From an optimization exercise on the open Yosys and OpenROAD flow, aimed at small area, a short achievable clock period and few clock cycles; shortcuts taken in it are not production practice. The RTL was checked by simulation tests, not by an equivalence proof against the original design. No driver is modelled on the clock port, so clock power and skew are understated where the tree is cut down; a real chip needs a root buffer or a tree. Power figures rest on the tool's default switching activity, not on a simulated workload.

==> flow/design.v <==
module fadd_compare (
  input        [15:0] A   ,
  input        [15:0] B   ,
  output logic        SWAP   
);
  always_comb
    SWAP = B[14:0] > A[14:0];
endmodule
module fadd_align (
  input        [15:0] A     ,
  input        [15:0] B     ,
  input               SWAP  ,  
  output logic        SIGN  ,  
  output logic        ESUB  ,  
  output logic [ 4:0] EFF   ,  
  output logic [10:0] SIGL  ,  
  output logic [11:0] YS    ,  
  output logic        STICKY   
);
  logic        ea_max, eb_max, a_nan, b_nan, a_inf, b_inf, special, out, st;
  logic [ 1:0] spec;
  logic [ 4:0] eff_a, eff_b, d_ab, d_ba, d_l;
  logic [10:0] sig_a, sig_b, sigl, sigs;
  always_comb begin
    ea_max = &A[14:10];
    eb_max = &B[14:10];
    a_nan  = ea_max & (|A[9:0]);
    b_nan  = eb_max & (|B[9:0]);
    a_inf  = ea_max & ~(|A[9:0]);
    b_inf  = eb_max & ~(|B[9:0]);
    special = ea_max | eb_max;
    if ((a_nan & ~A[9]) | (b_nan & ~B[9]))
      spec = 2'b01;
    else if (a_nan | b_nan | (a_inf & b_inf & (A[15] ^ B[15])))
      spec = 2'b10;
    else
      spec = 2'b11;
    if (special)
      SIGN = ea_max ? A[15] : B[15];
    else
      SIGN = SWAP ? B[15] : A[15];
    ESUB = (A[15] ^ B[15]) & ~special;
    eff_a = {A[14:11], A[10] | ~(|A[14:10])};
    eff_b = {B[14:11], B[10] | ~(|B[14:10])};
    d_ab  = eff_a - eff_b;
    d_ba  = eff_b - eff_a;
    sig_a = {|A[14:10], A[9:0]};
    sig_b = {|B[14:10], B[9:0]};
    d_l   = SWAP ? d_ba  : d_ab;
    EFF   = (SWAP ? eff_b : eff_a) | {5{special}};
    sigl  = SWAP ? sig_b : sig_a;
    SIGL  = {special ? spec : sigl[10:9], sigl[8:0]};
    sigs  = SWAP ? sig_a : sig_b;
    out   = d_l[4] | special;
    YS    = ({sigs, 1'b0} >> d_l[3:0]) & ~{12{out}};
    st    = 1'b0;
    for (int i = 0; i < 11; i++)
      if (4'(i + 1) < d_l[3:0])
        st = st | sigs[i];
    STICKY = out ? |sigs : st;
  end
endmodule
module fadd_sum (
  input        [10:0] SIGL  ,
  input        [11:0] YS    ,
  input               STICKY,
  input               ESUB  ,
  input        [ 4:0] EFF   ,
  output logic [13:0] X     ,
  output logic [ 4:0] EFFP1 ,  
  output logic [ 3:0] KP
);
  logic [14:0] sum;
  logic [ 3:0] k_sub;
  fadd_lza u_lza (.P({SIGL, 1'b0}), .Q(YS), .LIM(EFF), .K(k_sub));
  always_comb begin
    sum   = {1'b0, SIGL, 2'b00, 1'b1} + {ESUB, {YS, STICKY} ^ {13{ESUB}}, ESUB};
    X     = sum[14:1];
    EFFP1 = EFF + 5'd1;
    KP    = ESUB ? k_sub : {3'd0, ~SIGL[10]};
  end
endmodule
module fadd_lza (
  input        [11:0] P  ,
  input        [11:0] Q  ,
  input        [ 4:0] LIM,
  output logic [ 3:0] K
);
  logic [11:0] f;
  always_comb begin
    for (int i = 0; i < 12; i++)
      f[i] = (P[i] ^ Q[i]) & (i == 0 ? 1'b1 : (P[i-1] | ~Q[i-1]));
    for (int i = 0; i < 12; i++)
      if (LIM == 5'(12 - i))
        f[i] = 1'b1;
    K = 4'd13;
    for (int i = 0; i < 12; i++)
      if (f[i])
        K = 4'(12 - i);
  end
endmodule
module fadd_pack (
  input        [13:0] X     ,
  input        [ 4:0] EFFP1 ,  
  input        [ 3:0] KP    ,
  input               SIGN  ,
  output logic [15:0] S     ,
  output logic [ 5:0] S_TYPE
);
  logic [12:0] w, lim, n;
  logic        special, sub, ovf, zero, corr;
  logic [ 4:0] e_n;
  always_comb begin
    w = X[13:1];
    special = EFFP1 == 5'd0;
    lim = '0;
    for (int i = 0; i < 13; i++)
      if (EFFP1 >= 5'(13 - i))
        lim[i] = 1'b1;
    sub  = ~(|(w & lim));
    zero = ~(|w);
    ovf  = (X[13] & (EFFP1 == 5'd31)) |
           (X[13] & (EFFP1 == 5'd30) & (&X[12:3]) & (|X[2:0])) |
           (~X[13] & X[12] & (EFFP1 == 5'd31) & (&X[11:2]) & (|X[1:0]));
    n    = w << KP;
    corr = ~n[12] & ~sub;
    if (corr)
      n = {n[11:0], 1'b0};
    e_n = sub ? 5'd0 : EFFP1 + {1'b1, ~KP} + {4'd0, ~corr};
    S[15] = SIGN;
    if (special)
      case (X[12:11])
        2'b01:   begin S[14:0] = 15'h7FFF; S_TYPE = 6'b000001; end
        2'b10:   begin S[14:0] = 15'h7FFF; S_TYPE = 6'b000010; end
        default: begin S[14:0] = 15'h7C00; S_TYPE = 6'b000100; end
      endcase
    else if (ovf) begin
      S[14:0] = 15'h7C00; S_TYPE = 6'b000100;
    end else begin
      S[14:0] = {e_n, n[11:2]};
      if (!sub)
        S_TYPE = 6'b100000;
      else if (!zero)
        S_TYPE = 6'b010000;
      else
        S_TYPE = 6'b001000;
    end
  end
endmodule
module fadd (
  input               CLK   ,
  input               RSTn  ,
  input               DVI   ,
  input        [15:0] A     ,
  input        [15:0] B     ,
  output logic        DVO   ,
  output logic [ 5:0] S_TYPE,  
  output logic [15:0] S
);
  logic        s0_swap, c1_swap;
  logic [15:0] c1_a, c1_b;
  fadd_compare u_compare (.A(A), .B(B), .SWAP(s0_swap));
  always_ff @(posedge CLK) begin
    c1_swap <= s0_swap;
    c1_a    <= A;
    c1_b    <= B;
  end
  logic        s1_sign, c2_sign, s1_esub, c2_esub, s1_sticky, c2_sticky;
  logic [ 4:0] s1_eff, c2_eff;
  logic [10:0] s1_sigl, c2_sigl;
  logic [11:0] s1_ys, c2_ys;
  fadd_align u_align (
    .A(c1_a), .B(c1_b), .SWAP(c1_swap),
    .SIGN(s1_sign), .ESUB(s1_esub), .EFF(s1_eff),
    .SIGL(s1_sigl), .YS(s1_ys), .STICKY(s1_sticky)
  );
  always_ff @(posedge CLK) begin
    c2_sign   <= s1_sign;
    c2_esub   <= s1_esub;
    c2_eff    <= s1_eff;
    c2_sigl   <= s1_sigl;
    c2_ys     <= s1_ys;
    c2_sticky <= s1_sticky;
  end
  logic [13:0] s2_x, c3_x;
  logic [ 4:0] s2_effp1, c3_effp1;
  logic [ 3:0] s2_kp, c3_kp;
  logic        c3_sign;
  fadd_sum u_sum (
    .SIGL(c2_sigl), .YS(c2_ys), .STICKY(c2_sticky), .ESUB(c2_esub), .EFF(c2_eff),
    .X(s2_x), .EFFP1(s2_effp1), .KP(s2_kp)
  );
  always_ff @(posedge CLK) begin
    c3_sign  <= c2_sign;
    c3_effp1 <= s2_effp1;
    c3_x     <= s2_x;
    c3_kp    <= s2_kp;
  end
  logic [15:0] s3_s;
  logic [ 5:0] s3_t;
  fadd_pack u_pack (
    .X(c3_x), .EFFP1(c3_effp1), .KP(c3_kp), .SIGN(c3_sign),
    .S(s3_s), .S_TYPE(s3_t)
  );
  always_ff @(posedge CLK) begin
    S      <= s3_s;
    S_TYPE <= s3_t;
  end
  logic [4:1] dv;
  always_ff @(negedge RSTn, posedge CLK)
    if (!RSTn)
      dv <= '0;
    else
      dv <= {dv[3:1], DVI};
  always_comb DVO = dv[4];
endmodule
==> flow/flow/run.sh <==
#!/bin/bash
# The standard layout (standard.sh), except:
#  - no full/half-adder cell extraction before ABC (ADDER_MAP_FILE empty);
#  - the ports are buffered by flow/pre_gpl.tcl at the start of global
#    placement: buf_1 on the inputs, buf_2 on the outputs;
#  - the clock tree is built of clkbuf_8, with a clkbuf_16 at its root and
#    no dummy loads.
set -o pipefail
bash standard.sh ADDER_MAP_FILE= \
  DONT_BUFFER_PORTS=1 "PRE_GLOBAL_PLACE_TCL=$PWD/flow/pre_gpl.tcl" \
  "CTS_ARGS=-sink_clustering_enable -repair_clock_nets -buf_list sky130_fd_sc_hd__clkbuf_8 -root_buf sky130_fd_sc_hd__clkbuf_16 -dont_use_dummy_load" \
  finish > orfs_flow.log 2>&1
==> flow/flow/pre_gpl.tcl <==
# Buffer every port: the inputs with buf_1, the outputs with buf_2.
buffer_ports -inputs -buffer_cell sky130_fd_sc_hd__buf_1
buffer_ports -outputs -buffer_cell sky130_fd_sc_hd__buf_2
==> flow/standard.sh <==
#!/bin/bash
# synth_recipe.tcl (not shown) runs the flow's synth.tcl, then flattens the netlist and writes it again
# the make line also repeats each setting of config.mk as NAME=value (left out here)
make -C /OpenROAD-flow-scripts/flow DESIGN_CONFIG=/design/flow/config.mk WORK_HOME=/design/flow/orfs CLKGATE_MAP_FILE= SYNTH_SCRIPT=/design/flow/synth_recipe.tcl "${@:-finish}"
==> flow/config.mk <==
export PLATFORM = sky130hd
export DESIGN_NAME = fadd
export DESIGN_NICKNAME = fadd
export VERILOG_FILES = /design/flow/design.v
export SDC_FILE = /design/flow/constraint.sdc
export NUM_CORES = 8
export LEC_CHECK = 0
export ABC_AREA = 1
export CAP_MARGIN = 20
export CORE_MARGIN = 2
export CORE_UTILIZATION = 60
export CTS_BUF_LIST = sky130_fd_sc_hd__clkbuf_8
export GPL_TIMING_DRIVEN = 0
export SETUP_SLACK_MARGIN = 4.2
export SLEW_MARGIN = 20
==> flow/constraint.sdc <==
create_clock -name core_clock -period 6.5 [get_ports {CLK}]
set_input_delay 1.3000 -clock core_clock [delete_from_list [all_inputs] [get_ports {CLK}]]
set_output_delay 1.3000 -clock core_clock [all_outputs]
set_load 0.01 [all_outputs]
==> summary.txt, run 1 <==
Status
  – Run status: finished clean

Power
  – Switch Pwr: 1.078 mW
  – IR drop worst, VDD: 273.2 uV
  – Comb pwr share: 0.436
  – Switching share of power: 0.4179
  – Clock network fraction of total power: 0.184
  – P per Cell Area: 347.9 mW/mm^2
  – Internal Power: 1.502 mW
  – Static power due to leakage: 3.699 nW
  – Sequential Power Share: 0.380

Logic synthesis
  – Synth Net Count: 1058
  – Number of synthesized flops with an enable pin: 0
  – Share of flip-flops with an asynchronous set or reset: 0.03509
  – Synthesized area per cell: 6.579 um^2
  – Warnings from Yosys: 6
  – Synth Instances: 1023
  – Fraction of the yosys area taken by sequential cells: 0.3421
  – Synth Cell Area: 0.006730 mm^2
  – Synthesis-stage register bit count: 114
  – Post-synthesis cell type count: 56
  – Predominant post-synthesis flop cell: dfxtp_1

Routing
  – Antenna-violating nets left: 0
  – Total via count in the routed design: 6570
  – Via-to-Cell Ratio: 5.311
  – Per-cell routed wire length: 13.25 um
  – Number of iterations in the first detailed-routing pass: 5
  – WL final: 16.39 mm
  – DRC marker count from the first detailed-route iteration: 486
  – Drt drc: 0

Clock network
  – Clock sinks: 114
  – Number of H-tree branching levels: 4
  – Clock slew at the register clock pins of the worst setup and hold paths: 0.06 ns
  – Clock buffers created by TritonCTS: 17
  – Clock insertion delay at the later pin of the skew report: 0.36 ns
  – TritonCTS clock tree: built
  – Maximum root-to-sink buffer count: 2
  – CTS Root Cell: clkbuf_16

Layout
  – Core occupancy in the finished layout: 0.6810
  – Fillers: 1001
  – Area grow syn2layout: 10.17%
  – Antenna cells: 0
  – Leading cell type in the layout, fill and taps excluded: nand2_1
  – Non-filler instance count after layout: 1237
  – Nets: 1134
  – Most frequent cells in the layout: nand2_1 (281), inv_1 (129), dfxtp_1 (110)
  – Proportion of layout cells with a drive suffix above 1: 0.1386

Setup path
  – CP Cell Sequence: buf_1 -> inv_1 -> or2_2 -> nand3_2 -> nand3_1 -> nand3_1 -> nand3_1 -> nand3_1 -> nand3_2 -> a21oi_2 -> nor2_1 -> nor2_1
  – Crit-path leading delay family: simple AND/OR/NAND/NOR gates
  – Crit path top cell by count: nand3_1
  – Arrival time worst endpoint: 2.43 ns
  – Worst Path Required: 6.79 ns
  – Stages on worst setup path: 12
  – Startpoint of the worst register-to-register path: c3_x[12]$_DFF_P_
  – Buffers and inverters on the worst path: 2
  – Worst-case reg-to-reg path depth: 10
  – End of the critical path: c1_swap$_DFF_P_
  – R2R Setup Slk: 4.46 ns
  – Stage delay of the slowest cell on the critical path: 0.29 ns
  – Category of the worst setup path launch point: input port
  – Critical Path End Type: flip-flop
  – Critical Path Slowest Stage Cell: or2_2
  – End of the worst register-to-register path: S[4]$_DFF_P_
  – Critical path class: in -> reg
  – Max Fanout on Critical Path: 2
  – Beginning of the critical path: B[2]

Global routing
  – First-pass GRT wire length: 28.15 mm
  – Final global-route overflow total: 0
  – Maximum number of pins on one net before global-route repair: 17
  – Vias in the first global route: 6147
  – Number of antenna violations at the first check in global routing: 0
  – GRT Overall Usage: 0.3011

Die
  – Std-Cell Rows: 38
  – Total die area: 0.01208 mm^2
  – Die extent in x: 109.9 um
  – Initial standard-cell utilization of the core: 0.6181
  – Count of boundary I/O pins: 58
  – Overall die height: 109.9 um
  – Core Footprint: 0.01089 mm^2

Flow run
  – Max-cap violations: 0

Placement
  – Final RePlAce weighted congestion: 0.9795
  – # port buffers: 57
  – Detailed placer's ending HPWL: 13.19 mm
  – Placed Instances: 1220

STA
  – Final number of hold-violating endpoints: 0
  – Max Clock Freq: 0.4668 GHz
  – Final count of negative-setup-slack endpoints: 0
  – RSZ-0062 raised after global routing: no
  – Worst rel slew slack: 0.5351
  – Post-Route Skew: 0.01680 ns
  – Post-route setup TNS: 0 ns
  – Period utilization: 0.3296
  – Worst slew pin tran: 0.6947 ns
  – Number of slew-limit violations in the final report: 0
  – Clock period minus final worst setup slack: 2.142 ns

Worst hold path
  – Min-delay worst type: reg -> reg
worst min path at each step:
stage,endpoint,cells past startpoint,start
2_1_floorplan,S[15]$_DFF_P_,0,c3_sign$_DFF_P_
3_3_place_gp,c3_sign$_DFF_P_,0,c2_sign$_DFF_P_
6_report,S[15]$_DFF_P_,0,c3_sign$_DFF_P_
5_1_grt,c3_sign$_DFF_P_,0,c2_sign$_DFF_P_
4_1_cts,c3_sign$_DFF_P_,0,c2_sign$_DFF_P_
3_5_place_dp,c3_sign$_DFF_P_,0,c2_sign$_DFF_P_
metrics by stage:
step	area, um^2	total power [mW]	hold slack (ns)	setup slack, ns
finish	7415	2.580	0.3330	4.358
global route	7415	2.805	0.3371	4.223
CTS	7393	2.583	0.3355	4.348
detailed placement	7148	2.106	0.3204	3.972
global placement	7148	2.097	0.3143	3.998
floorplan	6730	1.818	0.3096	4.212
routing by layer:
metal | up-vias | track usage | wire (um)
met4 | 0 | 0.1881 | 839
met3 | 54 | 0.06106 | 706
met1 | 2881 | 0.3314 | 6797
li1 | 3425 | - | -
met5 | - | 0 | 0
met2 | 210 | 0.5267 | 8041
kinds of logic after synthesis:
family	count (synthesis)	synth area share
flip-flops	114	0.3421
multiplexers	1	0.001487
XOR/XNOR	25	0.03588
buffers and inverters	168	0.1011
AO/OA/AOI/OAI	160	0.1379
AND/OR/NAND/NOR	555	0.3815
Yosys cell counts (all sizes together), types with 2 or more instances:
| cell | n | share of area |
|---|---|---|
| xnor2 | 15 | 0.023 |
| a32oi | 2 | 0.0026 |
| nand4 | 10 | 0.010 |
| a21oi | 34 | 0.028 |
| nor3b | 2 | 0.0022 |
| nor3 | 17 | 0.013 |
| o21ai | 91 | 0.070 |
| a211oi | 2 | 0.0022 |
| nand3 | 79 | 0.063 |
| buf | 13 | 0.014 |
| a31oi | 2 | 0.0019 |
| nand2 | 314 | 0.20 |
| nor2 | 109 | 0.071 |
| nor4 | 11 | 0.012 |
| or2 | 11 | 0.010 |
| xor2 | 10 | 0.013 |
| inv | 148 | 0.083 |
| o311ai | 3 | 0.0039 |
| o211ai | 5 | 0.0056 |
| a22oi | 7 | 0.0078 |
| clkbuf | 7 | 0.0039 |
| dfxtp | 110 | 0.33 |
| o22ai | 6 | 0.0056 |
| dfrtp | 4 | 0.015 |
flip-flops by register name (all words and copies together), names as in the netlist:
name,count
S,16
S_TYPE,6
c1_a,16
c1_b,16
c1_swap,1
c2_eff,5
c2_esub,1
c2_sigl,11
c2_sign,1
c2_sticky,1
c2_ys,12
c3_effp1,5
c3_kp,4
c3_sign,1
c3_x,14
dv,4
area by class of cell:
cell class	instances	area, um^2	share of cell area
sequential	114	2302	0.3105
multi-input combinational	741	3766	0.5079
timing repair buffer	57	244.0	0.03291
tap	140	175.2	0.02362
buffer	20	121.4	0.01637
inverter	148	560.5	0.07560
clock buffer	17	245.2	0.03307
power by group through the flow:
stage	Sequential, mW	Combinational (mW)	Clock (mW)
finish	0.980	1.12	0.475
global route	0.994	1.30	0.511
detailed placement	0.991	1.11	0
global placement	0.990	1.11	0
CTS	0.977	1.12	0.487
floorplan	0.975	0.843	0
what timing repair did:
action	CTS	global route
resized for setup	0	8
setup buffers	0	0
hold buffers	0	0
endpoints found under the setup margin	0	2
hold endpoints to repair	0	0
Testbench counts, summed over its fixed seeds: cycles 4,128.
==> run 2: changes to the inputs <==
--- a/flow/design.v
+++ b/flow/design.v
@@ -3,8 +3,31 @@
   input        [15:0] B   ,
   output logic        SWAP   
 );
-  always_comb
-    SWAP = B[14:0] > A[14:0];
+  logic [15:0] gt0, eq0;
+  logic [ 7:0] gt1, eq1;
+  logic [ 3:0] gt2, eq2;
+  logic [ 1:0] gt3, eq3;
+  always_comb begin
+    for (int i = 0; i < 15; i++) begin
+      gt0[i] = B[i] & ~A[i];
+      eq0[i] = ~(B[i] ^ A[i]);
+    end
+    gt0[15] = 1'b0;
+    eq0[15] = 1'b1;
+    for (int i = 0; i < 8; i++) begin
+      gt1[i] = gt0[2*i+1] | (eq0[2*i+1] & gt0[2*i]);
+      eq1[i] = eq0[2*i+1] & eq0[2*i];
+    end
+    for (int i = 0; i < 4; i++) begin
+      gt2[i] = gt1[2*i+1] | (eq1[2*i+1] & gt1[2*i]);
+      eq2[i] = eq1[2*i+1] & eq1[2*i];
+    end
+    for (int i = 0; i < 2; i++) begin
+      gt3[i] = gt2[2*i+1] | (eq2[2*i+1] & gt2[2*i]);
+      eq3[i] = eq2[2*i+1] & eq2[2*i];
+    end
+    SWAP = gt3[1] | (eq3[1] & gt3[0]);
+  end
 endmodule
 module fadd_align (
   input        [15:0] A     ,
@@ -17,7 +40,8 @@
   output logic [11:0] YS    ,  
   output logic        STICKY   
 );
-  logic        ea_max, eb_max, a_nan, b_nan, a_inf, b_inf, special, out, st;
+  logic        ea_max, eb_max, a_nan, b_nan, a_inf, b_inf, special, out, s2, s4, s8;
+  logic [11:0] y1, y2, y4, y8;
   logic [ 1:0] spec;
   logic [ 4:0] eff_a, eff_b, d_ab, d_ba, d_l;
   logic [10:0] sig_a, sig_b, sigl, sigs;
@@ -51,13 +75,16 @@
     sigl  = SWAP ? sig_b : sig_a;
     SIGL  = {special ? spec : sigl[10:9], sigl[8:0]};
     sigs  = SWAP ? sig_a : sig_b;
-    out   = d_l[4] | special;
-    YS    = ({sigs, 1'b0} >> d_l[3:0]) & ~{12{out}};
-    st    = 1'b0;
-    for (int i = 0; i < 11; i++)
-      if (4'(i + 1) < d_l[3:0])
-        st = st | sigs[i];
-    STICKY = out ? |sigs : st;
+    out = d_l[4] | special;
+    y1  = d_l[0] ? {1'b0, sigs} : {sigs, 1'b0};
+    y2  = d_l[1] ? {2'b0, y1[11:2]} : y1;
+    s2  = d_l[1] & (|y1[1:0]);
+    y4  = d_l[2] ? {4'b0, y2[11:4]} : y2;
+    s4  = s2 | (d_l[2] & (|y2[3:0]));
+    y8  = d_l[3] ? {8'b0, y4[11:8]} : y4;
+    s8  = s4 | (d_l[3] & (|y4[7:0]));
+    YS     = y8 & ~{12{out}};
+    STICKY = out ? |sigs : s8;
   end
 endmodule
 module fadd_sum (
==> run 2 against run 1 <==
Net effect: still clean on timing, DRC and antenna; critical path depth fell by 11; global-route usage fell by 0.73 points; power fell by 3.9%; clock skew rose by 0.0079 ns; cell count fell by 2.6%; first-iteration DRC count fell by 24%; critical path type is now reg -> out; highest routed layer unchanged.
==> summary.txt, run 2 <==
Status
  – Run status: finished clean

Logic synthesis
  – Synthesized area per cell: 6.512 um^2
  – Cell types with the highest counts after synthesis: nand2_1 (308), inv_1 (126), dfxtp_1 (110)
  – Synth Net Count: 1026
  – Synth top area cells: dfxtp_1 (34%), nand2_1 (18%), inv_1 (7.3%)
  – Synthesis-stage register bit count: 114
  – Share of flip-flops with an asynchronous set or reset: 0.03509
  – Share of the synthesized area in the top cell type: 0.3412
  – Post-synthesis cell type count: 49
  – Predominant post-synthesis flop cell: dfxtp_1
  – Synth Instances: 991
  – Yosys top cell by area: dfxtp_1
  – Warnings from Yosys: 6
  – Number of synthesized flops with an enable pin: 0
  – Synth Cell Area: 0.006454 mm^2
  – Most frequently used cell type in the post-synthesis netlist: nand2_1
  – Fraction of the yosys area taken by sequential cells: 0.3567

Clock network
  – Clock slew at the register clock pins of the worst setup and hold paths: 0.07 ns
  – Number of H-tree branching levels: 4
  – Clock insertion delay at the later pin of the skew report: 0.37 ns
  – Maximum root-to-sink buffer count: 2
  – Total of hold buffers inserted after clock tree synthesis: 0
  – Clock sinks: 114
  – CTS Root Cell: clkbuf_16
  – Clock buffers created by TritonCTS: 17
  – TritonCTS clock tree: built

Layout
  – Nets: 1106
  – Antenna cells: 0
  – Total area of sequential cells: 0.002303 mm^2
  – Most frequent cells in the layout: nand2_1 (306), inv_1 (124), dfxtp_1 (109)
  – Non-filler instance count after layout: 1205
  – Design Area, Final: 0.007199 mm^2
  – Largest registers ranked by flip-flop count: S: 16 flops, c1_a: 16 flops, c1_b: 16 flops
  – Multi-input gate area in the final layout: 0.003572 mm^2
  – Proportion of layout cells with a drive suffix above 1: 0.1057
  – Area grow syn2layout: 11.55%
  – Fillers: 986
  – Leading cell type in the layout, fill and taps excluded: nand2_1

Routing
  – DRC marker count from the first detailed-route iteration: 370
  – Antenna-violating nets left: 0
  – Total via count in the routed design: 6443
  – Via-to-Cell Ratio: 5.347
  – Number of iterations in the first detailed-routing pass: 5
  – Drt drc: 0
  – WL final: 16.06 mm
  – Per-cell routed wire length: 13.33 um

Placement
  – Final RePlAce weighted congestion: 1.004
  – # port buffers: 57
  – Detailed placer's ending HPWL: 12.83 mm
  – Placed Instances: 1184
  – Post-DP Area: 0.006877 mm^2

Setup path
  – Buffers and inverters on the worst path: 1
  – Critical Path End Type: primary output
  – Critical Path Slowest Stage Cell: dfrtp_1
  – Worst Path Required: 5.20 ns
  – Stage delay of the slowest cell on the critical path: 0.38 ns
  – Critical path class: reg -> out
  – Arrival time worst endpoint: 0.87 ns
  – CP Cell Sequence: buf_2
  – Crit-path leading delay family: flip-flops
  – Max Fanout on Critical Path: 1
  – Category of the worst setup path launch point: flip-flop

STA
  – Clock period minus final worst setup slack: 2.168 ns
  – Post-Route Skew: 0.02471 ns
  – Post-route setup TNS: 0 ns
  – Worst slew pin tran: 0.6940 ns
  – Max Clock Freq: 0.4613 GHz
  – Final count of negative-setup-slack endpoints: 0
  – Worst rel slew slack: 0.5356
  – Period utilization: 0.3335
  – Number of slew-limit violations in the final report: 0
  – Final number of hold-violating endpoints: 0
  – Tightest hold margin: 0.3289 ns
  – RSZ-0062 raised after global routing: yes

Power
  – IR drop worst, VDD: 212.6 uV
  – Static power due to leakage: 3.626 nW
  – Total power draw: 2.480 mW
  – P per Cell Area: 344.5 mW/mm^2

Global routing
  – Final global-route overflow total: 0
  – Met2 Track Usage GR: 0.5283
  – Number of antenna violations at the first check in global routing: 0
  – Met1 usage in global routing: 0.3066
  – Most utilized layer in the global route result: met2
  – Global-route track usage on met3: 0.05751
  – GRT Overall Usage: 0.2938
  – First-pass GRT wire length: 26.65 mm
  – Vias in the first global route: 6039
  – Maximum number of pins on one net before global-route repair: 17

Die
  – Std-Cell Rows: 37
  – Core Footprint: 0.01037 mm^2
  – Total die area: 0.01160 mm^2
  – Initial standard-cell utilization of the core: 0.6223
  – Die extent in x: 107.7 um
  – Count of boundary I/O pins: 58
  – Overall die height: 107.7 um

Worst hold path
  – Min-delay worst type: reg -> reg

Flow run
  – Max-cap violations: 0
-- run 2: what timing repair did --
item,CTS,global route
setup endpoints to repair,2,26
pin swaps,0,5
resized for setup,2,20
setup buffers,0,4
-- run 2: per-stage QoR --
step	utilization	worst slack, ns
CTS	0.6870	4.250
floorplan	-	4.200
finish	0.6943	4.332
detailed placement	0.6631	3.811
global route	0.6943	4.141
global placement	0.6631	3.804
-- run 2: cell type report --
class,instances,area share
Multi-Input combinational cell,722,0.4962
Sequential cell,114,0.3200
Inverter,133,0.07125
Timing Repair Buffer,61,0.03893
Clock buffer,17,0.03406
Tap cell,136,0.02364
Buffer,22,0.01599
-- run 2: path summary, 6_finish.rpt --
check	start	endpoint	slack (ns)	depth (start not counted)
min	c2_sign$_DFF_P_	c3_sign$_DFF_P_	0.33	0
max in group asynchronous	RSTn	dv[4]$_DFF_PN0_	5.52	1
max	dv[4]$_DFF_PN0_	DVO	4.33	1
min in group asynchronous	RSTn	dv[1]$_DFF_PN0_	0.76	1
max reg2reg	c1_a[14]$_DFF_P_	c2_sticky$_DFF_P_	4.34	18
min reg2reg	c2_sign$_DFF_P_	c3_sign$_DFF_P_	0.33	0
-- run 2: cells by family after synthesis --
kind of cell,synth area share
and+or+nand+nor,0.3761
AOI/OAI and AO/OA,0.1322
muxes,0.003102
xor gates and xnor gates,0.03684
buffers and inverters,0.09500
DFF,0.3567
-- run 2: layer usage --
| metal | routed length [um] | up-vias |
|---|---|---|
| met4 | 917 | 0 |
| met2 | 7955 | 210 |
| met5 | 0 | - |
| met3 | 709 | 75 |
| li1 | - | 3332 |
| met1 | 6481 | 2826 |
-- run 2: power by group --
part	internal [mW]	total, mW	switching (mW)	leakage [nW]
sequential	0.854	0.973	0.120	0.968
clock	0.244	0.475	0.231	0.127
combinational	0.369	1.03	0.663	2.53
Testbench counts of run 2, summed over its fixed seeds: cycles 4,128.
==> run 3: changes to the inputs <==
--- a/flow/flow/run.sh
+++ b/flow/flow/run.sh
@@ -4,9 +4,11 @@
 #  - the ports are buffered by flow/pre_gpl.tcl at the start of global
 #    placement: buf_1 on the inputs, buf_2 on the outputs;
 #  - the clock tree is built of clkbuf_8, with a clkbuf_16 at its root and
-#    no dummy loads.
+#    no dummy loads; after clock tree synthesis flow/merge_leaves.tcl merges
+#    pairs of nearby leaf buffers that together drive at most 22 flip-flops.
 set -o pipefail
 bash standard.sh ADDER_MAP_FILE= \
   DONT_BUFFER_PORTS=1 "PRE_GLOBAL_PLACE_TCL=$PWD/flow/pre_gpl.tcl" \
   "CTS_ARGS=-sink_clustering_enable -repair_clock_nets -buf_list sky130_fd_sc_hd__clkbuf_8 -root_buf sky130_fd_sc_hd__clkbuf_16 -dont_use_dummy_load" \
+  "POST_CTS_TCL=$PWD/flow/merge_leaves.tcl" \
   finish > orfs_flow.log 2>&1
==> flow/flow/merge_leaves.tcl (new file) <==
# Merge pairs of clock-tree leaf buffers: the flip-flops of one leaf move to
# a nearby leaf when the two together drive at most MAX_LEAF_FANOUT of them,
# and the emptied leaf buffer is removed.
set max_fo 22
set block [ord::get_db_block]
proc leaf_info {inst} {
  set oterm [$inst findITerm X]
  set net [$oterm getNet]
  set sinks {}
  set ff 1
  foreach it [$net getITerms] {
    if {[$it isOutputSignal]} { continue }
    set m [[$it getInst] getMaster]
    if {![string match "*df*" [$m getName]]} { set ff 0 }
    lappend sinks $it
  }
  return [list $net $sinks $ff]
}
set leaves {}
foreach inst [$block getInsts] {
  if {[[$inst getMaster] getName] ne "sky130_fd_sc_hd__clkbuf_8"} { continue }
  set info [leaf_info $inst]
  if {[lindex $info 2] && [llength [lindex $info 1]] > 0} { lappend leaves $inst }
}
puts "merge_leaves: [llength $leaves] leaves"
set merged 0
set done {}
while 1 {
  # closest pair of leaves that may merge
  set best {}
  set bestd 1e18
  foreach a $leaves {
    if {[lsearch $done $a] >= 0} { continue }
    set ia [leaf_info $a]
    set na [llength [lindex $ia 1]]
    lassign [$a getLocation] ax ay
    foreach b $leaves {
      if {$a eq $b || [lsearch $done $b] >= 0} { continue }
      set nb [llength [lindex [leaf_info $b] 1]]
      if {$na + $nb > $max_fo} { continue }
      lassign [$b getLocation] bx by
      set d [expr {abs($ax - $bx) + abs($ay - $by)}]
      if {$d < $bestd} { set bestd $d; set best [list $a $b] }
    }
  }
  if {$best eq {}} { break }
  lassign $best a b
  set neta [lindex [leaf_info $a] 0]
  lassign [leaf_info $b] netb sinksb
  foreach it $sinksb { $it disconnect; $it connect $neta }
  set in_b [$b findITerm A]
  $in_b disconnect
  odb::dbInst_destroy $b
  odb::dbNet_destroy $netb
  set leaves [lsearch -all -inline -not -exact $leaves $b]
  lappend done $a
  incr merged
}
puts "merge_leaves: merged $merged pairs"
==> run 3 against run 2 <==
Net effect: highest routed layer unchanged; synthesized area stayed put; die area is the same; via count decreased by 0.79%; maximum frequency fell by 0.84%; largest cell class unchanged; combinational power barely moved; synthesized cell count is the same; global-route usage down 0.43 points.
==> summary.txt, run 3 <==
Placement
  – Final RePlAce weighted congestion: 1.004
  – # port buffers: 57
  – Worst slack at placement: 3.811 ns
  – Detailed placer's ending HPWL: 12.83 mm

Power
  – Static power due to leakage: 3.578 nW
  – Total power draw: 2.349 mW
  – Internal Power: 1.360 mW
  – Switch Pwr: 989.5 uW
  – P per Cell Area: 330.6 mW/mm^2
  – IR drop worst, VDD: 215.6 uV
  – Clock network fraction of total power: 0.146
  – Comb pwr share: 0.440
  – Switching share of power: 0.4212
  – Sequential Power Share: 0.413

Die
  – Initial standard-cell utilization of the core: 0.6223
  – Overall die height: 107.7 um
  – Count of boundary I/O pins: 58
  – Die extent in x: 107.7 um
  – Core Footprint: 0.01037 mm^2
  – Std-Cell Rows: 37
  – Total die area: 0.01160 mm^2

STA
  – Clock period minus final worst setup slack: 2.186 ns
  – Min setup slack post-route: 4.314 ns
  – RSZ-0062 raised after global routing: yes
  – Final number of hold-violating endpoints: 0
  – Post-route setup TNS: 0 ns
  – Worst rel slew slack: 0.5249
  – Number of slew-limit violations in the final report: 0
  – Worst slew pin tran: 0.7100 ns
  – Post-Route Skew: 0.03504 ns
  – Period utilization: 0.3363
  – Max Clock Freq: 0.4575 GHz
  – Final count of negative-setup-slack endpoints: 0

Routing
  – Number of iterations in the first detailed-routing pass: 9
  – Antenna-violating nets left: 0
  – Drt drc: 0
  – Via-to-Cell Ratio: 5.331
  – DRC marker count from the first detailed-route iteration: 384
  – WL final: 16.09 mm
  – Total via count in the routed design: 6392
  – Per-cell routed wire length: 13.42 um

Logic synthesis
  – Predominant post-synthesis flop cell: dfxtp_1
  – Post-synthesis cell type count: 49
  – Synthesis-stage register bit count: 114
  – Warnings from Yosys: 6
  – Yosys top cell by area: dfxtp_1
  – Synth Instances: 991
  – Fraction of the yosys area taken by sequential cells: 0.3567
  – Cell types with the highest counts after synthesis: nand2_1 (308), inv_1 (126), dfxtp_1 (110)
  – Share of the synthesized area in the top cell type: 0.3412
  – Synth top area cells: dfxtp_1 (34%), nand2_1 (18%), inv_1 (7.3%)
  – Share of flip-flops with an asynchronous set or reset: 0.03509
  – Most frequently used cell type in the post-synthesis netlist: nand2_1
  – Synth Cell Area: 0.006454 mm^2
  – Number of synthesized flops with an enable pin: 0
  – Synthesized area per cell: 6.512 um^2
  – Synth Net Count: 1026

Flow run
  – Max-cap violations: 0

Setup path
  – Buffers and inverters on the worst path: 2
  – CP Cell Sequence: nor2_2 -> nand3_2 -> nand2_4 -> inv_2 -> nand2_4 -> nand2_1 -> nand3_2 -> nand2_1 -> nand2_4 -> nand2_4 -> inv_4 -> nand2_2 -> nand2_1 -> nand2_1 -> nor2_1 -> nand2_1 -> nand2_1 -> a21oi_2
  – Crit-path leading delay family: simple AND/OR/NAND/NOR gates
  – Stage delay of the slowest cell on the critical path: 0.36 ns
  – Critical path class: reg -> reg
  – Arrival time worst endpoint: 2.40 ns
  – Max Fanout on Critical Path: 10
  – Crit path top cell by count: nand2_1
  – Critical Path Slowest Stage Cell: dfxtp_1
  – Critical Path End Type: flip-flop
  – Worst Path Required: 6.71 ns
  – Category of the worst setup path launch point: flip-flop

Global routing
  – Maximum number of pins on one net before global-route repair: 23
  – Met1 usage in global routing: 0.3035
  – GRT Overall Usage: 0.2895
  – First-pass GRT wire length: 26.50 mm
  – Most utilized layer in the global route result: met2
  – Global-route track usage on met3: 0.05266
  – Vias in the first global route: 5971
  – Met2 Track Usage GR: 0.5323
  – Final global-route overflow total: 0
  – Number of antenna violations at the first check in global routing: 0

Clock network
  – Clock sinks: 114
  – Clock insertion delay at the later pin of the skew report: 0.35 ns
  – Clock slew at the register clock pins of the worst setup and hold paths: 0.11 ns

Layout
  – Area grow syn2layout: 10.12%
  – Nets: 1100
  – Most frequent cells in the layout: nand2_1 (306), inv_1 (124), dfxtp_1 (109)
  – Fillers: 994
  – Proportion of layout cells with a drive suffix above 1: 0.09972
  – Antenna cells: 0
  – Largest registers ranked by flip-flop count: S: 16 flops, c1_a: 16 flops, c1_b: 16 flops
  – Leading cell type in the layout, fill and taps excluded: nand2_1

Worst hold path
  – Min-delay worst type: reg -> reg

Status
  – Run status: finished clean
## run 3: worst register-to-register path: stages (launching register included)
cell	delay, ns
dfxtp_1	0.36
nor2_2	0.15
nand3_2	0.16
nand2_4	0.13
inv_2	0.07
nand2_4	0.09
nand2_1	0.08
nand3_2	0.10
nand2_1	0.09
nand2_4	0.13
nand2_4	0.11
inv_4	0.13
nand2_2	0.06
nand2_1	0.06
nand2_1	0.05
nor2_1	0.08
nand2_1	0.07
nand2_1	0.08
a21oi_2	0.06
## run 3: layout make-up
| cell class | instances | area (um^2) | share of cell area |
|---|---|---|---|
| timing repair buffer | 63 | 299.0 | 0.04208 |
| sequential | 114 | 2303 | 0.3241 |
| clock buffer | 9 | 135.1 | 0.01901 |
| buffer | 22 | 117.6 | 0.01655 |
| multi-input combinational | 722 | 3568 | 0.5021 |
| tap | 136 | 170.2 | 0.02394 |
| inverter | 133 | 513.0 | 0.07218 |
## run 3: worst paths after layout
kind | startpoint | slack [ns] | end | depth (start not counted)
max | c1_a[13]$_DFF_P_ | 4.31 | c2_sticky$_DFF_P_ | 18
min | c2_sign$_DFF_P_ | 0.34 | c3_sign$_DFF_P_ | 0
max reg2reg | c1_a[13]$_DFF_P_ | 4.31 | c2_sticky$_DFF_P_ | 18
min reg2reg | c2_sign$_DFF_P_ | 0.34 | c3_sign$_DFF_P_ | 0
max in group asynchronous | RSTn | 5.52 | dv[4]$_DFF_PN0_ | 1
min in group asynchronous | RSTn | 0.77 | dv[1]$_DFF_PN0_ | 1
## run 3: kinds of logic after synthesis
kind of cell | count (synthesis) | synth area share
flops | 114 | 0.3567
mux | 2 | 0.003102
buf+inv | 155 | 0.09500
xor+xnor | 25 | 0.03684
compound gates | 146 | 0.1322
simple gates | 549 | 0.3761
## run 3: metrics by stage
step	hold slack, ns	util	cell area, um^2	std cells
global route	0.3539	0.6853	7107	1199
global placement	0.3109	0.6631	6877	1184
detailed placement	0.3136	0.6631	6877	1184
finish	0.3385	0.6853	7107	1199
floorplan	0.3096	-	6464	991
## run 3: per-layer routing
layer | wire [um] | share of wire | vias to the layer above
met2 | 7959 | 0.49 | 205
li1 | - | - | 3320
met1 | 6476 | 0.40 | 2789
met5 | 0 | 0 | -
met3 | 718 | 0.045 | 78
met4 | 932 | 0.058 | 0
## run 3: power groups by stage
stage,sequential [mW],combinational [mW],clock [mW]
final,0.971,1.03,0.344
after global routing,0.986,1.18,0.380
after detailed placement,0.984,1.01,0
after global placement,0.981,0.994,0
after floorplan,0.971,0.740,0
==> run 4: changes to the inputs <==
--- a/flow/design.v
+++ b/flow/design.v
@@ -185,19 +185,19 @@
   output logic [15:0] S
 );
   logic        s0_swap, c1_swap;
-  logic [15:0] c1_a, c1_b;
+  logic [15:0] c1_a_n, c1_b;
   fadd_compare u_compare (.A(A), .B(B), .SWAP(s0_swap));
   always_ff @(posedge CLK) begin
     c1_swap <= s0_swap;
-    c1_a    <= A;
+    c1_a_n  <= ~A;
     c1_b    <= B;
   end
   logic        s1_sign, c2_sign, s1_esub, c2_esub, s1_sticky, c2_sticky;
   logic [ 4:0] s1_eff, c2_eff;
-  logic [10:0] s1_sigl, c2_sigl;
-  logic [11:0] s1_ys, c2_ys;
+  logic [10:0] s1_sigl, c2_sigl_n;
+  logic [11:0] s1_ys, c2_ys_n;
   fadd_align u_align (
-    .A(c1_a), .B(c1_b), .SWAP(c1_swap),
+    .A(~c1_a_n), .B(c1_b), .SWAP(c1_swap),
     .SIGN(s1_sign), .ESUB(s1_esub), .EFF(s1_eff),
     .SIGL(s1_sigl), .YS(s1_ys), .STICKY(s1_sticky)
   );
@@ -205,28 +205,28 @@
     c2_sign   <= s1_sign;
     c2_esub   <= s1_esub;
     c2_eff    <= s1_eff;
-    c2_sigl   <= s1_sigl;
-    c2_ys     <= s1_ys;
+    c2_sigl_n <= ~s1_sigl;
+    c2_ys_n   <= ~s1_ys;
     c2_sticky <= s1_sticky;
   end
-  logic [13:0] s2_x, c3_x;
+  logic [13:0] s2_x, c3_x_n;
   logic [ 4:0] s2_effp1, c3_effp1;
   logic [ 3:0] s2_kp, c3_kp;
   logic        c3_sign;
   fadd_sum u_sum (
-    .SIGL(c2_sigl), .YS(c2_ys), .STICKY(c2_sticky), .ESUB(c2_esub), .EFF(c2_eff),
+    .SIGL(~c2_sigl_n), .YS(~c2_ys_n), .STICKY(c2_sticky), .ESUB(c2_esub), .EFF(c2_eff),
     .X(s2_x), .EFFP1(s2_effp1), .KP(s2_kp)
   );
   always_ff @(posedge CLK) begin
     c3_sign  <= c2_sign;
     c3_effp1 <= s2_effp1;
-    c3_x     <= s2_x;
+    c3_x_n   <= ~s2_x;
     c3_kp    <= s2_kp;
   end
   logic [15:0] s3_s;
   logic [ 5:0] s3_t;
   fadd_pack u_pack (
-    .X(c3_x), .EFFP1(c3_effp1), .KP(c3_kp), .SIGN(c3_sign),
+    .X(~c3_x_n), .EFFP1(c3_effp1), .KP(c3_kp), .SIGN(c3_sign),
     .S(s3_s), .S_TYPE(s3_t)
   );
   always_ff @(posedge CLK) begin
--- a/flow/flow/merge_leaves.tcl
+++ b/flow/flow/merge_leaves.tcl
@@ -1,5 +1,5 @@
 # Merge pairs of clock-tree leaf buffers: the flip-flops of one leaf move to
-# a nearby leaf when the two together drive at most MAX_LEAF_FANOUT of them,
+# a nearby leaf when the two together drive at most 22 of them,
 # and the emptied leaf buffer is removed.
 set max_fo 22
 set block [ord::get_db_block]
==> run 4 against run 3 <==
Net effect: combinational power about the same; register-to-register slack better by 0.05 ns; die area down 0.31%; synthesized cell count up 0.71%; sequential share of layout area up 0.42 points; routed wire length down 5.8%; synthesized area down 0.33%; first-iteration DRC count down 22%; maximum frequency up 1.8%; critical path depth down 7; largest cell class unchanged; highest routed layer unchanged.
==> summary.txt, run 4 <==
STA
  – Tightest hold margin: 0.3393 ns
  – Worst rel slew slack: 0.5764
  – Number of slew-limit violations in the final report: 0
  – Worst slew pin tran: 0.6331 ns
  – Final number of hold-violating endpoints: 0
  – Clock period minus final worst setup slack: 2.148 ns
  – Post-Route Skew: 0.02414 ns
  – Period utilization: 0.3304
  – Final count of negative-setup-slack endpoints: 0
  – Max Clock Freq: 0.4656 GHz
  – Post-route setup TNS: 0 ns
  – RSZ-0062 raised after global routing: yes
  – Min setup slack post-route: 4.352 ns

Routing
  – Number of iterations in the first detailed-routing pass: 4
  – Drt drc: 0
  – WL final: 15.16 mm
  – Total via count in the routed design: 6256
  – Per-cell routed wire length: 12.61 um
  – Via-to-Cell Ratio: 5.205
  – Antenna-violating nets left: 0
  – DRC marker count from the first detailed-route iteration: 300

Logic synthesis
  – Cell types with the highest counts after synthesis: nand2_1 (310), inv_1 (120), dfxtp_1 (110)
  – Share of the synthesized area in the top cell type: 0.3423
  – Post-synthesis cell type count: 52
  – Synth top area cells: dfxtp_1 (34%), nand2_1 (18%), inv_1 (7.0%)
  – Fraction of the yosys area taken by sequential cells: 0.3579
  – Synth Net Count: 1033
  – Synthesized area per cell: 6.445 um^2
  – Predominant post-synthesis flop cell: dfxtp_1
  – Synth Instances: 998
  – Most frequently used cell type in the post-synthesis netlist: nand2_1
  – Synthesis-stage register bit count: 114
  – Warnings from Yosys: 6
  – Number of synthesized flops with an enable pin: 0
  – Synth Cell Area: 0.006432 mm^2
  – Share of flip-flops with an asynchronous set or reset: 0.03509
  – Yosys top cell by area: dfxtp_1

Setup path
  – Max Fanout on Critical Path: 3
  – Critical Path End Type: flip-flop
  – Critical Path Slowest Stage Cell: o21a_1
  – Worst Path Required: 6.77 ns
  – Buffers and inverters on the worst path: 2
  – Category of the worst setup path launch point: input port
  – Stage delay of the slowest cell on the critical path: 0.18 ns
  – CP Cell Sequence: buf_1 -> inv_1 -> nand2_1 -> nand2_1 -> o221ai_1 -> a21oi_1 -> o22ai_1 -> a21oi_1 -> nor2_1 -> o21a_1 -> o21ai_0
  – Critical path class: in -> reg
  – Crit-path leading delay family: compound AO/OA/AOI/OAI gates
  – Arrival time worst endpoint: 2.42 ns

Die
  – Core Footprint: 0.01037 mm^2
  – Count of boundary I/O pins: 58
  – Die extent in x: 107.5 um
  – Total die area: 0.01156 mm^2
  – Initial standard-cell utilization of the core: 0.6203
  – Overall die height: 107.5 um
  – Std-Cell Rows: 37

Layout
  – Proportion of layout cells with a drive suffix above 1: 0.09287
  – Most frequent cells in the layout: nand2_1 (308), inv_1 (120), dfxtp_1 (109)
  – Non-filler instance count after layout: 1202
  – Leading cell type in the layout, fill and taps excluded: nand2_1
  – Largest registers ranked by flip-flop count: S: 16 flops, c1_a_n: 16 flops, c1_b: 16 flops
  – Area grow syn2layout: 9.084%
  – Antenna cells: 0
  – Nets: 1103

Worst hold path
  – Min-delay worst type: reg -> reg

Flow run
  – Max-cap violations: 0

Global routing
  – Vias in the first global route: 5684
  – Final global-route overflow total: 0
  – Number of antenna violations at the first check in global routing: 0
  – Maximum number of pins on one net before global-route repair: 19
  – First-pass GRT wire length: 24.67 mm
  – GRT Overall Usage: 0.2708

Status
  – Run status: finished clean

Placement
  – Detailed placer's ending HPWL: 12.20 mm
  – Final RePlAce weighted congestion: 0.9744
  – # port buffers: 57
  – Placed Instances: 1191
  – Worst slack at placement: 3.967 ns

Clock network
  – Clock slew at the register clock pins of the worst setup and hold paths: 0.10 ns
  – Clock sinks: 114
  – Clock insertion delay at the later pin of the skew report: 0.34 ns

Power
  – IR drop worst, VDD: 181.1 uV
  – P per Cell Area: 333.2 mW/mm^2
  – Static power due to leakage: 3.554 nW
==> run 4: worst paths after layout <==
check | slack [ns] | depth (start not counted) | endpoint | from
max reg2reg | 4.36 | 18 | c2_sticky$_DFF_P_ | c1_a_n[11]$_DFF_P_
min in group asynchronous | 0.77 | 1 | dv[4]$_DFF_PN0_ | RSTn
min | 0.34 | 0 | c3_sign$_DFF_P_ | c2_sign$_DFF_P_
max in group asynchronous | 5.53 | 1 | dv[2]$_DFF_PN0_ | RSTn
min reg2reg | 0.34 | 0 | c3_sign$_DFF_P_ | c2_sign$_DFF_P_
max | 4.35 | 11 | c1_swap$_DFF_P_ | A[1]
==> run 4: logic make-up after synthesis <==
family | count (synthesis) | synth area share
compound gates | 175 | 0.1562
xor+xnor | 19 | 0.02879
buf+inv | 152 | 0.09726
simple gates | 538 | 0.3599
flops | 114 | 0.3579
==> run 4: metrics by stage <==
step / utilization / power, mW / cell area (um^2)
after detailed placement: 0.6601 / 1.979 / 6845
after global routing: 0.6766 / 2.526 / 7017
final: 0.6766 / 2.338 / 7017
after global placement: 0.6601 / 1.963 / 6845
after floorplan: - / 1.708 / 6432
==> run 4: per-layer routing <==
| layer | GRT usage | part of all wire | vias to the layer above |
|---|---|---|---|
| met1 | 0.2689 | 0.39 | 2707 |
| li1 | - | - | 3346 |
| met5 | 0 | 0 | - |
| met2 | 0.5198 | 0.52 | 152 |
| met4 | 0.1639 | 0.047 | 0 |
| met3 | 0.04358 | 0.037 | 51 |
==> run 4: power breakdown <==
group	internal [mW]	total [mW]	switching, mW
combinational	0.372	1.04	0.667
sequential	0.850	0.953	0.102
clock	0.139	0.346	0.207
total	1.36	2.34	0.976
==> run 4: layout make-up <==
class                   instances  area, um^2
inverters                     128       483.0
multi-input cells             732        3522
flip-flops and latches        114        2303
clock buffers                   9       135.1
repair buffers                 59       257.7
well taps                     136       170.2
fillers                       979        3353
plain buffers                  24       145.1
Testbench counts of run 4, summed over its fixed seeds: cycles 4,128.
==> run 5: changes to the inputs <==
--- a/flow/flow/run.sh
+++ b/flow/flow/run.sh
@@ -2,7 +2,7 @@
 # The standard layout (standard.sh), except:
 #  - no full/half-adder cell extraction before ABC (ADDER_MAP_FILE empty);
 #  - the ports are buffered by flow/pre_gpl.tcl at the start of global
-#    placement: buf_1 on the inputs, buf_2 on the outputs;
+#    placement, with buf_1;
 #  - the clock tree is built of clkbuf_8, with a clkbuf_16 at its root and
 #    no dummy loads; after clock tree synthesis flow/merge_leaves.tcl merges
 #    pairs of nearby leaf buffers that together drive at most 22 flip-flops.
==> flow/flow/pre_gpl.tcl (replaced) <==
# Buffer every port with buf_1.
buffer_ports -inputs -buffer_cell sky130_fd_sc_hd__buf_1
buffer_ports -outputs -buffer_cell sky130_fd_sc_hd__buf_1
--- a/flow/config.mk
+++ b/flow/config.mk
@@ -11,5 +11,5 @@
 export CORE_UTILIZATION = 60
 export CTS_BUF_LIST = sky130_fd_sc_hd__clkbuf_8
 export GPL_TIMING_DRIVEN = 0
-export SETUP_SLACK_MARGIN = 4.2
+export SETUP_SLACK_MARGIN = 4.3
 export SLEW_MARGIN = 20
==> run 5 against run 4 <==
Net effect: synthesized cell count did not move; non-clock buffer count rose by 7; global-route usage shrank 0.32 points; maximum frequency grew 2.0%; clock power barely moved; count of clock-buffer cells in the layout unchanged; setup slack improved by 0.042 ns; die area is the same; first-iteration DRC count increased by 15%; sequential share of layout area is 0.32 points lower; final area up 1.6%; sequential power hardly changed; largest cell class unchanged.
==> summary.txt, run 5 <==
STA
  – Post-route setup TNS: 0 ns
  – Post-Route Skew: 0.01705 ns
  – Final count of negative-setup-slack endpoints: 0
  – Clock period minus final worst setup slack: 2.106 ns
  – RSZ-0062 raised after global routing: yes
  – Max Clock Freq: 0.4749 GHz
  – Min setup slack post-route: 4.394 ns
  – Final number of hold-violating endpoints: 0
  – Period utilization: 0.3239
  – Worst slew pin tran: 0.5949 ns
  – Number of slew-limit violations in the final report: 0
  – Worst rel slew slack: 0.6001

Die
  – Die extent in x: 107.5 um
  – Std-Cell Rows: 37
  – Count of boundary I/O pins: 58
  – Overall die height: 107.5 um
  – Total die area: 0.01156 mm^2
  – Initial standard-cell utilization of the core: 0.6203
  – Core Footprint: 0.01037 mm^2

Global routing
  – Final global-route overflow total: 0
  – Vias in the first global route: 5659
  – Maximum number of pins on one net before global-route repair: 19
  – GRT Overall Usage: 0.2676
  – Number of antenna violations at the first check in global routing: 0
  – First-pass GRT wire length: 24.63 mm

Clock network
  – Clock sinks: 114
  – Clock slew at the register clock pins of the worst setup and hold paths: 0.09 ns
  – Clock insertion delay at the later pin of the skew report: 0.33 ns

Layout
  – Antenna cells: 0
  – Area grow syn2layout: 10.82%
  – Largest registers ranked by flip-flop count: S: 16 flops, c1_a_n: 16 flops, c1_b: 16 flops
  – Leading cell type in the layout, fill and taps excluded: nand2_1
  – Fillers: 967
  – Multi-input gate area in the final layout: 0.003582 mm^2
  – Most frequent cells in the layout: nand2_1 (307), inv_1 (118), dfxtp_1 (98)
  – Nets: 1110
  – Total area of sequential cells: 0.002317 mm^2
  – Proportion of layout cells with a drive suffix above 1: 0.1053
  – Core occupancy in the finished layout: 0.6874
  – Design Area, Final: 0.007128 mm^2
  – Non-filler instance count after layout: 1209

Logic synthesis
  – Synth Net Count: 1033
  – Cell types with the highest counts after synthesis: nand2_1 (310), inv_1 (120), dfxtp_1 (110)
  – Predominant post-synthesis flop cell: dfxtp_1
  – Synth Instances: 998
  – Synthesis-stage register bit count: 114
  – Share of flip-flops with an asynchronous set or reset: 0.03509
  – Synthesized area per cell: 6.445 um^2
  – Synth Cell Area: 0.006432 mm^2
  – Yosys top cell by area: dfxtp_1
  – Post-synthesis cell type count: 52
  – Number of synthesized flops with an enable pin: 0
  – Warnings from Yosys: 6
  – Fraction of the yosys area taken by sequential cells: 0.3579
  – Most frequently used cell type in the post-synthesis netlist: nand2_1
  – Share of the synthesized area in the top cell type: 0.3423
  – Synth top area cells: dfxtp_1 (34%), nand2_1 (18%), inv_1 (7.0%)

Setup path
  – CP Cell Sequence: buf_1
  – Critical Path End Type: primary output
  – Category of the worst setup path launch point: flip-flop
  – Worst Path Required: 5.20 ns
  – Arrival time worst endpoint: 0.81 ns
  – R2R Setup Slk: 4.43 ns
  – Buffers and inverters on the worst path: 1
  – Critical Path Slowest Stage Cell: dfrtp_1
  – Crit-path leading delay family: flip-flops
  – Stage delay of the slowest cell on the critical path: 0.36 ns
  – End of the worst register-to-register path: S[1]$_DFF_P_
  – Startpoint of the worst register-to-register path: c3_effp1[2]$_DFF_P_
  – Max Fanout on Critical Path: 1
  – Critical path class: reg -> out
  – Worst-case reg-to-reg path depth: 12

Power
  – Static power due to leakage: 3.546 nW
  – IR drop worst, VDD: 189.1 uV
  – P per Cell Area: 328.7 mW/mm^2

Worst hold path
  – Hold Path Stages: 0
  – Min-Delay Startpoint: c3_sign$_DFF_P_
  – Hold-critical path endpoint: S[15]$_DFF_P_
  – Min-delay worst type: reg -> reg

Placement
  – # port buffers: 57
  – Final RePlAce weighted congestion: 0.9966
  – Detailed placer's ending HPWL: 12.10 mm
  – Worst slack at placement: 4.025 ns
  – Placed Instances: 1191
  – Post-DP Area: 0.006817 mm^2

Status
  – Run status: finished clean

Routing
  – Drt drc: 0
  – Per-cell routed wire length: 12.53 um
  – Number of iterations in the first detailed-routing pass: 6
  – Via-to-Cell Ratio: 5.208
  – Total via count in the routed design: 6297
  – WL final: 15.15 mm
  – DRC marker count from the first detailed-route iteration: 344
  – Antenna-violating nets left: 0

Flow run
  – Max-cap violations: 0
==> run 5: stage by stage <==
stage,hold WS (ns),power [mW]
2_1_floorplan,0.3096,1.708
3_3_place_gp,0.3096,1.954
3_5_place_dp,0.3135,1.963
5_1_grt,0.3367,2.536
6_report,0.3256,2.343
==> run 5: final cells by class <==
type / count / area share
multi-input combinational: 732 / 0.5025
sequential: 114 / 0.3251
inverter: 128 / 0.06811
timing repair buffer: 66 / 0.03985
tap: 136 / 0.02387
buffer: 24 / 0.02159
clock buffer: 9 / 0.01896
==> run 5: kinds of logic (layout without fill, tap and decap cells) <==
logic type                after synthesis  in the layout  share of synthesized area
xor gates and xnor gates               19             19                    0.02879
AOI/OAI and AO/OA                     175            175                     0.1562
DFF                                   114            114                     0.3579
and+or+nand+nor                       538            538                     0.3599
buffers and inverters                 152            227                    0.09726
==> run 5: worst max path at each step <==
stage | from | endpoint | slack, ns | cells past startpoint
2_1_floorplan | A[1] | c1_swap$_DFF_P_ | 4.27 | 10
3_3_place_gp | A[1] | c1_swap$_DFF_P_ | 4.03 | 11
3_5_place_dp | A[1] | c1_swap$_DFF_P_ | 4.03 | 11
5_1_grt | c3_x_n[11]$_DFF_P_ | S[14]$_SDFF_PP1_ | 4.23 | 16
6_report | dv[4]$_DFF_PN0_ | DVO | 4.39 | 1
==> run 5: power breakdown <==
part | switching, mW | total [mW] | leakage (nW) | internal [mW]
clock network | 0.205 | 0.344 | 0.0698 | 0.139
logic | 0.672 | 1.04 | 2.51 | 0.371
registers | 0.103 | 0.956 | 0.969 | 0.852
==> run 5: routing by layer <==
| layer | part of all wire | global-route usage | up-vias | wire (um) |
|---|---|---|---|---|
| li1 | - | - | 3375 | - |
| met1 | 0.39 | 0.2720 | 2728 | 5947 |
| met2 | 0.52 | 0.5189 | 150 | 7942 |
| met3 | 0.038 | 0.04116 | 44 | 570 |
| met4 | 0.045 | 0.1392 | 0 | 686 |
| met5 | 0 | 0 | - | 0 |

==> what the ideal ports hide <==
The flow's constraints put no driver on any port. The routed layouts listed below were extracted and timed again, unchanged, in two steps. Step 1: set_driving_cell puts a clkbuf_16 on CLK and a buf_2 on each other input, an assumption about the parent block. Step 2, shift: input delay + t, output delay - t, t = (earliest + latest rising clock arrival at the registers) / 2. This alone moves slack from input paths to output paths. Slacks: no drivers / after step 1 / after step 2; pairs: no drivers / after step 1.
| run | t, ns | setup slack, ns | worst register clock-pin slew, ns |
|---|---|---|---|
| run 1 | 0.394 | 4.358 / 4.331 / 3.984 | 0.06 / 0.06 |
| run 2 | 0.394 | 4.332 / 4.293 / 3.958 | 0.07 / 0.07 |
| run 3 | 0.368 | 4.314 / 4.295 / 3.939 | 0.11 / 0.11 |
| run 4 | 0.368 | 4.352 / 4.332 / 4.004 | 0.10 / 0.10 |
| run 5 | 0.362 | 4.394 / 4.356 / 4.065 | 0.10 / 0.10 |
After both steps setup and hold are still met in every run listed. For run 3, which loses most, drivers alone change the setup slack by -0.019 ns; drivers and shift together by -0.375 ns.
